Background: an optimization exercise with open tools, aiming at small area. Do not read the settings as production practice.
In this exercise RTL edits were held to simulation tests only and were not proved equivalent to the original.
Power is estimated from default activity; no workload was simulated.

==> design/flow/config.mk <==
export PLATFORM = sky130hd
export DESIGN_NAME = Simple_Fixed_1
export DESIGN_NICKNAME = Simple_Fixed_1
export VERILOG_FILES = /design/flow/design.v
export SDC_FILE = /design/flow/constraint.sdc
export NUM_CORES = 4
export LEC_CHECK = 0
export CAP_MARGIN = 20
export CORE_MARGIN = 2
export CORE_UTILIZATION = 40
export SLEW_MARGIN = 20
==> design/flow/constraint.sdc <==
create_clock -name core_clock -period 8.0 [get_ports {clock}]
set_input_delay 1.6000 -clock core_clock [delete_from_list [all_inputs] [get_ports {clock}]]
set_output_delay 1.6000 -clock core_clock [all_outputs]
set_load 0.01 [all_outputs]
==> design/flow/design.v <==
module Simple_Fixed_1 (
    clock,
    reset,
    op_code,
    instr_format,
    dest_reg_addr,
    src_reg_a,
    src_reg_b,
    store_reg,
    imm_value,
    enable_reg_write,
    wb_data,
    wb_reg_addr,
    wb_enable_reg_write,
    branch_is_taken,
    delayed_rt_addr,
    delayed_enable_reg_write
);
  input clock, reset;
  input [0:10] op_code;
  input [2:0] instr_format;
  input [0:6] dest_reg_addr;
  input [0:127] src_reg_a, src_reg_b, store_reg;
  input [0:17] imm_value;
  input enable_reg_write;
  input branch_is_taken;
  output logic [0:127] wb_data;
  output logic [0:6] wb_reg_addr;
  output logic wb_enable_reg_write;
  logic [3:0][0:127] delayed_rt_data;
  output logic [1:0][0:6] delayed_rt_addr;
  output logic [1:0] delayed_enable_reg_write;
  logic [6:0] i;
  localparam logic signed [31:0] max_value_32 = 32'h7FFFFFFF;
  localparam logic signed [31:0] min_value_32 = 32'h80000000;
  localparam logic signed [15:0] max_value_16 = 16'h7FFF;
  localparam logic signed [15:0] min_value_16 = 16'h8000;
  logic [0:128] temporary_variable;
  always_comb begin
    wb_data = delayed_rt_data[0];
    wb_reg_addr = delayed_rt_addr[0];
    wb_enable_reg_write = delayed_enable_reg_write[0];
  end
  always_ff @(posedge clock) begin
    if (reset == 1) begin
      delayed_rt_data[1] <= 0;
      delayed_rt_addr[1] <= 0;
      delayed_enable_reg_write[1] <= 0;
      delayed_rt_data[0] <= 0;
      delayed_rt_addr[0] <= 0;
      delayed_enable_reg_write[0] <= 0;
      temporary_variable = 0;
    end else begin
      delayed_rt_data[1] <= delayed_rt_data[0];
      delayed_rt_addr[1] <= delayed_rt_addr[0];
      delayed_enable_reg_write[1] <= delayed_enable_reg_write[0];
      if (instr_format == 0 && op_code == 0) begin
        delayed_rt_data[0] <= 0;
        delayed_rt_addr[0] <= 0;
        delayed_enable_reg_write[0] <= 0;
      end else begin
        delayed_rt_addr[0] <= dest_reg_addr;
        delayed_enable_reg_write[0] <= enable_reg_write;
        if (branch_is_taken) begin
          delayed_rt_data[0] <= 0;
          delayed_rt_addr[0] <= 0;
          delayed_enable_reg_write[0] <= 0;
        end else if (instr_format == 0) begin
          case (op_code)
            11'b00011000010: begin
              for (int i = 0; i < 16; i = i + 4) begin
                bit [31:0] a_segment;
                bit [31:0] b_segment;
                bit [32:0] sum;
                a_segment = src_reg_a[(i*32)+:32];
                b_segment = src_reg_b[(i*32)+:32];
                sum = {1'b0, a_segment} + {1'b0, b_segment};
                delayed_rt_data[0][(i*32)+:32] <= sum[31:0];
                delayed_rt_data[0][((i+1)*32)] <= (b_segment >= a_segment) ? 1'b1 : 1'b0;
              end
            end
            11'b00001000010: begin
              for (int i = 0; i < 16; i = i + 4) begin
                bit [31:0] a_segment;
                bit [31:0] b_segment;
                bit [32:0] difference;
                a_segment = src_reg_a[(i*32)+:32];
                b_segment = src_reg_b[(i*32)+:32];
                difference = {1'b0, a_segment} - {1'b0, b_segment};
                delayed_rt_data[0][(i*32)+:32] <= difference[31:0];
                delayed_rt_data[0][((i+1)*32)] <= (b_segment > a_segment) ? 1'b1 : 1'b0;
              end
            end
            11'b00011001000: begin
              for (int i = 0; i < 16; i = i + 1) begin
                int sum;
                sum = $signed(src_reg_a[(i*16)+:16]) + $signed(src_reg_b[(i*16)+:16]);
                if (sum >= max_value_16) delayed_rt_data[0][(i*16)+:16] <= max_value_16;
                else if (sum <= min_value_16) delayed_rt_data[0][(i*16)+:16] <= min_value_16;
                else delayed_rt_data[0][(i*16)+:16] <= sum;
              end
            end
            11'b00011000000: begin
              for (int i = 0; i < 32; i = i + 1) begin
                int sum;
                sum = $signed(src_reg_a[(i*32)+:32]) + $signed(src_reg_b[(i*32)+:32]);
                if (sum >= max_value_32) delayed_rt_data[0][(i*32)+:32] <= max_value_32;
                else if (sum <= min_value_32) delayed_rt_data[0][(i*32)+:32] <= min_value_32;
                else delayed_rt_data[0][(i*32)+:32] <= sum;
              end
            end
            11'b00001001000: begin
              for (int i = 0; i < 16; i = i + 1) begin
                int difference;
                difference = $signed(src_reg_b[(i*16)+:16]) - $signed(src_reg_a[(i*16)+:16]);
                if (difference >= max_value_16) delayed_rt_data[0][(i*16)+:16] <= max_value_16;
                else if (difference <= min_value_16) delayed_rt_data[0][(i*16)+:16] <= min_value_16;
                else delayed_rt_data[0][(i*16)+:16] <= difference;
              end
            end
            11'b00001000000: begin
              for (int i = 0; i < 32; i = i + 1) begin
                int difference;
                difference = $signed(src_reg_b[(i*32)+:32]) - $signed(src_reg_a[(i*32)+:32]);
                if (difference >= max_value_32) delayed_rt_data[0][(i*32)+:32] <= max_value_32;
                else if (difference <= min_value_32) delayed_rt_data[0][(i*32)+:32] <= min_value_32;
                else delayed_rt_data[0][(i*32)+:32] <= difference;
              end
            end
            11'b00011000001: begin
              delayed_rt_data[0] <= src_reg_a & src_reg_b;
            end
            11'b00001000001: begin
              delayed_rt_data[0] <= src_reg_a | src_reg_b;
            end
            11'b01001000001: begin
              delayed_rt_data[0] <= src_reg_a ^ src_reg_b;
            end
            11'b00011001001: begin
              delayed_rt_data[0] <= ~(src_reg_a & src_reg_b);
            end
            11'b01111001000: begin
              for (int i = 0; i < 16; i = i + 2) begin
                if (src_reg_a[(i*8)+:16] == src_reg_b[(i*8)+:16]) begin
                  delayed_rt_data[0][(i*8)+:16] <= 16'hFFFF;
                end else begin
                  delayed_rt_data[0][(i*8)+:16] <= 16'h0000;
                end
              end
            end
            11'b01111000000: begin
              for (int i = 0; i < 16; i = i + 4) begin
                if (src_reg_a[(i*8)+:32] == src_reg_b[(i*8)+:32]) begin
                  delayed_rt_data[0][(i*8)+:32] <= 32'hFFFFFFFF;
                end else begin
                  delayed_rt_data[0][(i*8)+:32] <= 32'h00000000;
                end
              end
            end
            11'b01001001000: begin
              for (int i = 0; i < 16; i = i + 2) begin
                if ($signed(src_reg_a[(i*8)+:16]) > $signed(src_reg_b[(i*8)+:16])) begin
                  delayed_rt_data[0][(i*8)+:16] <= 16'hFFFF;
                end else begin
                  delayed_rt_data[0][(i*8)+:16] <= 16'h0000;
                end
              end
            end
            11'b01001000000: begin
              for (int i = 0; i < 16; i = i + 4) begin
                if ($signed(src_reg_a[(i*8)+:32]) > $signed(src_reg_b[(i*8)+:32])) begin
                  delayed_rt_data[0][(i*8)+:32] <= 32'hFFFFFFFF;
                end else begin
                  delayed_rt_data[0][(i*8)+:32] <= 32'h00000000;
                end
              end
            end
            11'b01011010000: begin
              for (int i = 0; i < 16; i = i + 1) begin
                if (src_reg_a[(i*8)+:8] > src_reg_b[(i*8)+:8]) begin
                  delayed_rt_data[0][(i*8)+:8] <= 8'hFF;
                end else begin
                  delayed_rt_data[0][(i*8)+:8] <= 8'h00;
                end
              end
            end
            11'b01011001000: begin
              for (int i = 0; i < 16; i = i + 2) begin
                if (src_reg_a[(i*8)+:16] > src_reg_b[(i*8)+:16]) begin
                  delayed_rt_data[0][(i*8)+:16] <= 16'hFFFF;
                end else begin
                  delayed_rt_data[0][(i*8)+:16] <= 16'h0000;
                end
              end
            end
            11'b01011000000: begin
              for (int i = 0; i < 16; i = i + 4) begin
                if (src_reg_a[(i*8)+:32] > src_reg_b[(i*8)+:32]) begin
                  delayed_rt_data[0][(i*8)+:32] <= 32'hFFFFFFFF;
                end else begin
                  delayed_rt_data[0][(i*8)+:32] <= 32'h00000000;
                end
              end
            end
            default begin
              delayed_rt_data[0] <= 0;
              delayed_rt_addr[0] <= 0;
              delayed_enable_reg_write[0] <= 0;
            end
          endcase
        end else if (instr_format == 4) begin   
          case (op_code)
            8'b00011101: begin
              for (int i = 0; i < 16; i = i + 1) begin
                int sum;
                sum = $signed(src_reg_a[(i*16)+:16]) + $signed(imm_value[8:17]);
                if (sum >= max_value_16) begin
                  delayed_rt_data[0][(i*16)+:16] <= max_value_16;
                end else if (sum <= min_value_16) begin
                  delayed_rt_data[0][(i*16)+:16] <= min_value_16;
                end else begin
                  delayed_rt_data[0][(i*16)+:16] <= sum;
                end
              end
            end
            8'b00011100: begin
              for (int i = 0; i < 4; i = i + 1) begin
                int sum;
                sum = $signed(src_reg_a[(i*32)+:32]) + $signed(imm_value[8:17]);
                if (sum >= max_value_32) begin
                  delayed_rt_data[0][(i*32)+:32] <= max_value_32;
                end else if (sum <= min_value_32) begin
                  delayed_rt_data[0][(i*32)+:32] <= min_value_32;
                end else begin
                  delayed_rt_data[0][(i*32)+:32] <= sum;
                end
              end
            end
            8'b00001101: begin
              for (int i = 0; i < 16; i = i + 1) begin
                int difference;
                difference = $signed(imm_value[8:17]) - $signed(src_reg_a[(i*16)+:16]);
                if (difference >= max_value_16) begin
                  delayed_rt_data[0][(i*16)+:16] <= max_value_16;
                end else if (difference <= min_value_16) begin
                  delayed_rt_data[0][(i*16)+:16] <= min_value_16;
                end else begin
                  delayed_rt_data[0][(i*16)+:16] <= difference;
                end
              end
            end
            8'b00001100: begin
              for (int i = 0; i < 32; i = i + 1) begin
                int difference;
                difference = $signed(imm_value[8:17]) - $signed(src_reg_a[(i*32)+:32]);
                if (difference >= max_value_32) begin
                  delayed_rt_data[0][(i*32)+:32] <= max_value_32;
                end else if (difference <= min_value_32) begin
                  delayed_rt_data[0][(i*32)+:32] <= min_value_32;
                end else begin
                  delayed_rt_data[0][(i*32)+:32] <= difference;
                end
              end
            end
            8'b01111101: begin
              int imm_halfword;
              imm_halfword = {imm_value[8], imm_value[8:17]};
              for (int i = 0; i < 16; i = i + 2) begin
                if (src_reg_a[(i*8)+:16] == imm_halfword) begin
                  delayed_rt_data[0][(i*8)+:16] <= 16'hFFFF;
                end else begin
                  delayed_rt_data[0][(i*8)+:16] <= 16'h0000;
                end
              end
            end
            8'b01111100: begin
              int imm_word;
              imm_word = {imm_value[8], imm_value[8:17]};
              for (int i = 0; i < 16; i = i + 4) begin
                if (src_reg_a[(i*8)+:32] == imm_word) begin
                  delayed_rt_data[0][(i*8)+:32] <= 32'hFFFFFFFF;
                end else begin
                  delayed_rt_data[0][(i*8)+:32] <= 32'h00000000;
                end
              end
            end
            8'b01001101: begin
              int imm_halfword;
              imm_halfword = {imm_value[8], imm_value[8:17]};
              for (int i = 0; i < 16; i = i + 2) begin
                if ($signed(src_reg_a[(i*8)+:16]) > $signed(imm_halfword)) begin
                  delayed_rt_data[0][(i*8)+:16] <= 16'hFFFF;
                end else begin
                  delayed_rt_data[0][(i*8)+:16] <= 16'h0000;
                end
              end
            end
            8'b01001100: begin
              int imm_word;
              imm_word = {imm_value[8], imm_value[8:17]};
              for (int i = 0; i < 16; i = i + 4) begin
                if ($signed(src_reg_a[(i*8)+:32]) > $signed(imm_word)) begin
                  delayed_rt_data[0][(i*8)+:32] <= 32'hFFFFFFFF;
                end else begin
                  delayed_rt_data[0][(i*8)+:32] <= 32'h00000000;
                end
              end
            end
            8'b01011110: begin
              int imm_byte;
              imm_byte = imm_value[10:17];
              for (int i = 0; i < 16; i = i + 1) begin
                if ($unsigned(src_reg_a[(i*8)+:8]) > $unsigned(imm_byte)) begin
                  delayed_rt_data[0][(i*8)+:8] <= 8'hFF;
                end else begin
                  delayed_rt_data[0][(i*8)+:8] <= 8'h00;
                end
              end
            end
            8'b01011101: begin
              shortint imm_halfword;
              imm_halfword = {imm_value[8], imm_value[8:17]};
              for (int i = 0; i < 16; i = i + 2) begin
                if ($unsigned(src_reg_a[(i*8)+:16]) > $unsigned(imm_halfword)) begin
                  delayed_rt_data[0][(i*8)+:16] <= 16'hFFFF;
                end else begin
                  delayed_rt_data[0][(i*8)+:16] <= 16'h0000;
                end
              end
            end
            8'b01011100: begin
              bit [31:0] imm_word;
              imm_word = imm_value[8:17];
              for (int i = 0; i < 16; i = i + 4) begin
                if ($unsigned(src_reg_a[(i*8)+:32]) > $unsigned(imm_word)) begin
                  delayed_rt_data[0][(i*8)+:32] <= 32'hFFFFFFFF;
                end else begin
                  delayed_rt_data[0][(i*8)+:32] <= 32'h00000000;
                end
              end
            end
            default begin
              delayed_rt_data[0] <= 0;
              delayed_rt_addr[0] <= 0;
              delayed_enable_reg_write[0] <= 0;
              temporary_variable = 0;
            end
          endcase
        end else if (instr_format == 5) begin
          case (op_code)
            9'b010000011: begin
              bit [15:0] imm_halfword;
              imm_halfword = imm_value[2:17];
              for (int i = 0; i < 16; i = i + 2) begin
                delayed_rt_data[0][(i*8)+:16] <= imm_halfword;
              end
            end
            9'b010000010: begin
              bit [15:0] imm_halfword_upper;
              imm_halfword_upper = imm_value[2:17];
              for (int i = 0; i < 16; i = i + 4) begin
                delayed_rt_data[0][(i*8)+:32] <= {imm_halfword_upper, 16'h0000};
              end
            end
            9'b010000001: begin
              bit [15:0] imm_word;
              imm_word = imm_value[2:17];
              for (int i = 0; i < 4; i = i + 1) begin
                delayed_rt_data[0][(i*32)+:32] <= $signed(imm_word);
              end
            end
            9'b011000001: begin
              bit [15:0] imm_halfword;
              imm_halfword = imm_value[2:17];
              for (int i = 0; i < 16; i = i + 4) begin
                delayed_rt_data[0][(i*8)+:16] <= store_reg[(i*8)+:16] | imm_halfword;
                delayed_rt_data[0][((i+2)*8)+:16] <= store_reg[((i+2)*8)+:16];
              end
            end
            default begin
              delayed_rt_data[0] <= 0;
              delayed_rt_addr[0] <= 0;
              delayed_enable_reg_write[0] <= 0;
              temporary_variable = 0;
            end
          endcase
        end else if (instr_format == 6) begin
          case (op_code)
            7'b0100001: begin
              bit [17:0] imm_address;
              imm_address = imm_value[0:17];
              for (int i = 0; i < 16; i = i + 4) begin
                delayed_rt_data[0][(i*8)+:18] <= imm_address;
                delayed_rt_data[0][((i+2)*8)+:14] <= store_reg[((i+2)*8)+:14];
              end
            end
            11'b01101000000: begin
              for (int i = 0; i < 4; i = i + 1) begin
                bit signed_sum;
                signed_sum = $signed(src_reg_a[(i*32)+:32]) + $signed(src_reg_b[(i*32)+:32]) +
                    $signed(store_reg[(i*32)+:32]);
                if (signed_sum >= max_value_32) begin
                  delayed_rt_data[0][(i*32)+:32] <= max_value_32;
                end else if (signed_sum <= min_value_32) begin
                  delayed_rt_data[0][(i*32)+:32] <= min_value_32;
                end else begin
                  delayed_rt_data[0][(i*32)+:32] <= signed_sum;
                end
              end
            end
            11'b01101000001: begin
              for (int i = 0; i < 4; i = i + 1) begin
                bit signed_diff;
                signed_diff = $signed(store_reg[(i*32)+:32]) - $signed(src_reg_b[(i*32)+:32]) -
                    $signed(src_reg_a[(i*32)+:32]);
                if (signed_diff >= max_value_32) begin
                  delayed_rt_data[0][(i*32)+:32] <= max_value_32;
                end else if (signed_diff <= min_value_32) begin
                  delayed_rt_data[0][(i*32)+:32] <= min_value_32;
                end else begin
                  delayed_rt_data[0][(i*32)+:32] <= signed_diff;
                end
              end
            end
            default begin
              delayed_rt_data[0] <= 0;
              delayed_rt_addr[0] <= 0;
              delayed_enable_reg_write[0] <= 0;
              temporary_variable = 0;
            end
          endcase
        end
      end
    end
  end
endmodule
==> design/flow/run.sh <==
#!/bin/bash
# synth_recipe.tcl (not shown) runs the flow's synth.tcl, then flattens the netlist and writes it again
# the make line also repeats each setting of config.mk as NAME=value (left out here)
make -C /OpenROAD-flow-scripts/flow DESIGN_CONFIG=/design/flow/config.mk WORK_HOME=/design/flow/orfs CLKGATE_MAP_FILE= SYNTH_SCRIPT=/design/flow/synth_recipe.tcl finish
==> key figures <==
Outcome
  • Outcome: no timing/DRC/antenna violations

Synth
  • Synth warn: 921
  • Sequential area share after synthesis: 0.0392
  • EDFF count, synth: 0
  • Post-synthesis cell area: 73500 um^2
  • Synth unique cells: 115
  • Syn Inst Count: 11007
  • Synthesized flop and latch total: 144
  • Main flop type after synthesis: dfxtp_1
  • Syn Nets: 12473
  • Syn avg cell area: 6.68 um^2
  • Async S/R FF share, synth: 0

Final layout
  • Most frequent cells in the layout: a21oi_1, ha_1, nor2_1
  • Final Core Density: 0.461
  • Reg area: 2880 um^2
  • Number of fill cells: 19171
  • Layout area overhead: 14.6%
  • Multi-input gate area: 65900 um^2
  • Share of layout cells above drive strength 1: 0.0739
  • Finished Cell Area: 84300 um^2
  • Commonest non-fill, non-tap cell in the layout: a21oi_1
  • Nets: 12855

Worst setup path
  • CP required: 8.50 ns
  • FF-to-FF path depth: 5
  • Critical path endpoint category: register
  • WS Path Type: in -> reg
  • Worst path arrival time: 8.13 ns
  • Crit-path max FO: 17
  • Worst setup SP type: input pin

Timing
  • Fin. Hold Viols: 0
  • Least-Margin Pin Slew: 1.35 ns
  • Worst rel slew slack: 0.0935
  • Max Freq: 0.131 GHz
  • RSZ-0062 raised after global routing: no
  • Worst Clk Skew: 0.0238 ns
  • Worst hold slack: 0.481 ns
  • Total negative slack: 0 ns
  • Final worst slack: 0.372 ns
  • Final setup fails: 0
  • Crit share post-route: 0.953
  • Final slew viol count: 0
  • Tmin final: 7.63 ns

Floorplan
  • Chip Width: 433 um
  • Core region area: 183000 um^2
  • DIE HEIGHT: 433 um
  • Site Rows: 157
  • Initial Util: 0.402
  • Die ar.: 187000 um^2
  • I/O Pins: 579

Global route
  • Initial antenna violation count: 78
  • Largest net degree at the start of global routing: 108
  • GRT Resource Usage Total: 0.527
  • First-pass GRT wire length: 711 mm
  • GR Overflow Total: 0
  • Number of global-route vias before repair: 92164

Clock tree
  • # resized after CTS: 0
  • Clk buf depth: 2
  • Clock transition at the registers of the reported paths: 0.09 ns
  • CTS sink cnt: 144
  • CTS tree: built
  • CTS buffer count: 17
  • Postcts setup bufs: 0
  • CTS root buf: clkbuf_16
  • H-tree depth: 4
  • Skew-Pair Late Insertion Delay: 0.61 ns
  • CTS Hold Bufs: 0

Power
  • Worst IR Drop VDD: 232 uV
  • Power density of the placed cells: 95.8 nW/um^2
  • Leak: 33.8 nW

Detailed routing
  • DRT iter0 DRCs: 17829
  • Routed WL per cell: 37.4 um
  • Final antenna-violating net count: 0
  • Vias: 102565
  • Final WL: 521 mm
  • Drt pass-1 iters: 14
  • Drt via density: 7.36
  • Number of remaining DRC errors: 0

Worst hold path
  • HP Class: reg -> reg
  • Hold depth: 1

Job
  • Max_cap viols: 0

Placement
  • Post-DP Area: 83500 um^2
  • Routability cong.: 1.14
  • Place WS: 0.0512 ns
  • IO Port Bufs: 578
  • Detail Placement HPWL: 413 mm
## logic make-up (layout without fill, tap and decap cells)
group / count (synthesis) / in the layout / share of synthesized area
buffers and inverters: 1291 / 1686 / 0.0688
AO/OA/AOI/OAI: 4346 / 4346 / 0.399
other: 0 / 70 / 0
XOR/XNOR: 373 / 373 / 0.0444
AND/OR/NAND/NOR: 3748 / 3748 / 0.260
flip-flops: 144 / 144 / 0.0392
adder cells (fa/ha/maj): 1051 / 1051 / 0.182
multiplexers: 54 / 54 / 0.00752
## path summary, 6_finish.rpt
path / start / endpoint / slack, ns
hold reg to reg: delayed_enable_reg_write[0] / delayed_enable_reg_write[1] / 0.48
setup / recovery: src_reg_a[16] / delayed_rt_data[121] / 0.37
setup reg to reg: delayed_rt_data[8] / delayed_rt_data[41] / 5.96
hold / removal: delayed_enable_reg_write[0] / delayed_enable_reg_write[1] / 0.48
## final cells by class
cell class | count | area share
Antenna cell | 70 | 0.00208
Clock buffer | 19 | 0.00514
Clock inverter | 13 | 0.00157
Inverter | 641 | 0.0286
Multi-Input combinational cell | 9572 | 0.783
Sequential cell | 144 | 0.0342
Tap cell | 2464 | 0.0366
Timing Repair Buffer | 1013 | 0.109
## per-layer routing
layer	track usage	wire (um)	vias to the layer above
li1	-	-	42509
met1	0.621	186000	48642
met2	0.737	203000	8894
met3	0.181	70300	2482
met4	0.499	61100	38
met5	0.00442	278	-
## metrics by stage
step                power [W]  std cells
global placement      0.00674      13831
detailed placement    0.00675      13833
CTS                   0.00770      13865
finish                0.00807      13936
floorplan             0.00445      11007
global route          0.00831      13888
## worst max-delay path, cell delays in order
cell and delay [ns]:
clkdlybuf4s50_1 0.80, inv_1 0.26, ha_1 0.58, or4_1 0.61, nor4_2 0.62, and4_1 0.48, nand2_1 0.26, and3_1 0.34
o311a_1 0.20, nor3_2 0.42, o211ai_1 0.42, a2111oi_0 0.89, a21oi_1 0.31, a211o_1 0.29
## cell usage after synthesis (62+ instances only)
library cell | n | area, um^2
a31oi_1 | 195 | 1220
dfxtp_1 | 144 | 2880
clkbuf_1 | 455 | 1710
and3_1 | 96 | 601
nor3_1 | 340 | 1700
a211oi_1 | 220 | 1650
o221ai_1 | 130 | 1140
a2111oi_0 | 97 | 850
nand2b_1 | 146 | 913
nor2_1 | 907 | 3400
or2_2 | 119 | 744
inv_1 | 615 | 2310
nor4_1 | 213 | 1330
or4_1 | 74 | 556
a211o_1 | 62 | 543
nand3_1 | 246 | 1230
a221oi_1 | 82 | 718
o211ai_1 | 195 | 1460
o21ai_0 | 854 | 4270
buf_1 | 70 | 263
nor2b_1 | 180 | 1130
and2_1 | 96 | 601
nand4_1 | 164 | 1030
ha_1 | 1006 | 12600
or3_1 | 129 | 807
o21bai_1 | 111 | 833
o21a_1 | 131 | 983
a21oi_1 | 1065 | 5330
xnor2_1 | 318 | 2790
o31ai_1 | 159 | 1190
buf_2 | 103 | 515
nand2_1 | 808 | 3030
o22ai_1 | 87 | 544
a21o_1 | 193 | 1450
## sequential cells by signal, indices dropped and copies added (netlist names)
register,flops
delayed_rt_data,128
delayed_rt_addr,14
delayed_enable_reg_write,2
## report_power, final
part | switching, W | leakage [nW] | total, W | internal (W)
sequential | 0.0000389 | 1.17 | 0.000776 | 0.000737
clock | 0.000512 | 0.275 | 0.000947 | 0.000435
combinational | 0.00429 | 32.4 | 0.00635 | 0.00206
total | 0.00484 | 33.8 | 0.00807 | 0.00323

==> re-timing with driven ports <==
The results above use ideal ports. As a check the final layout listed here was re-extracted and re-timed, cells and wires unchanged. Step 1 assumes that a clkbuf_16 drives the clock port and a buf_2 every other input. Step 2 moves the port delays by t, midway between the first and last clock arrival at a register: inputs arrive t later, outputs are due t later. That takes back most of the time a late clock gives input paths. Slacks: no drivers / after step 1 / after step 2; pairs: no drivers / after step 1.
shift t [ns]: 0.667
setup slack, ns: 0.372 / 0.411 / -0.256
latest minus earliest clock arrival (ns): 0.026 / 0.026
worst data-port slew with drivers (ns): 0.31
cell pins on the clock port's net: 1
With both steps, setup timing fails in this run, where it was met with ideal ports. The setup slack of this run moves by +0.039 ns with the drivers and by -0.628 ns with both steps.
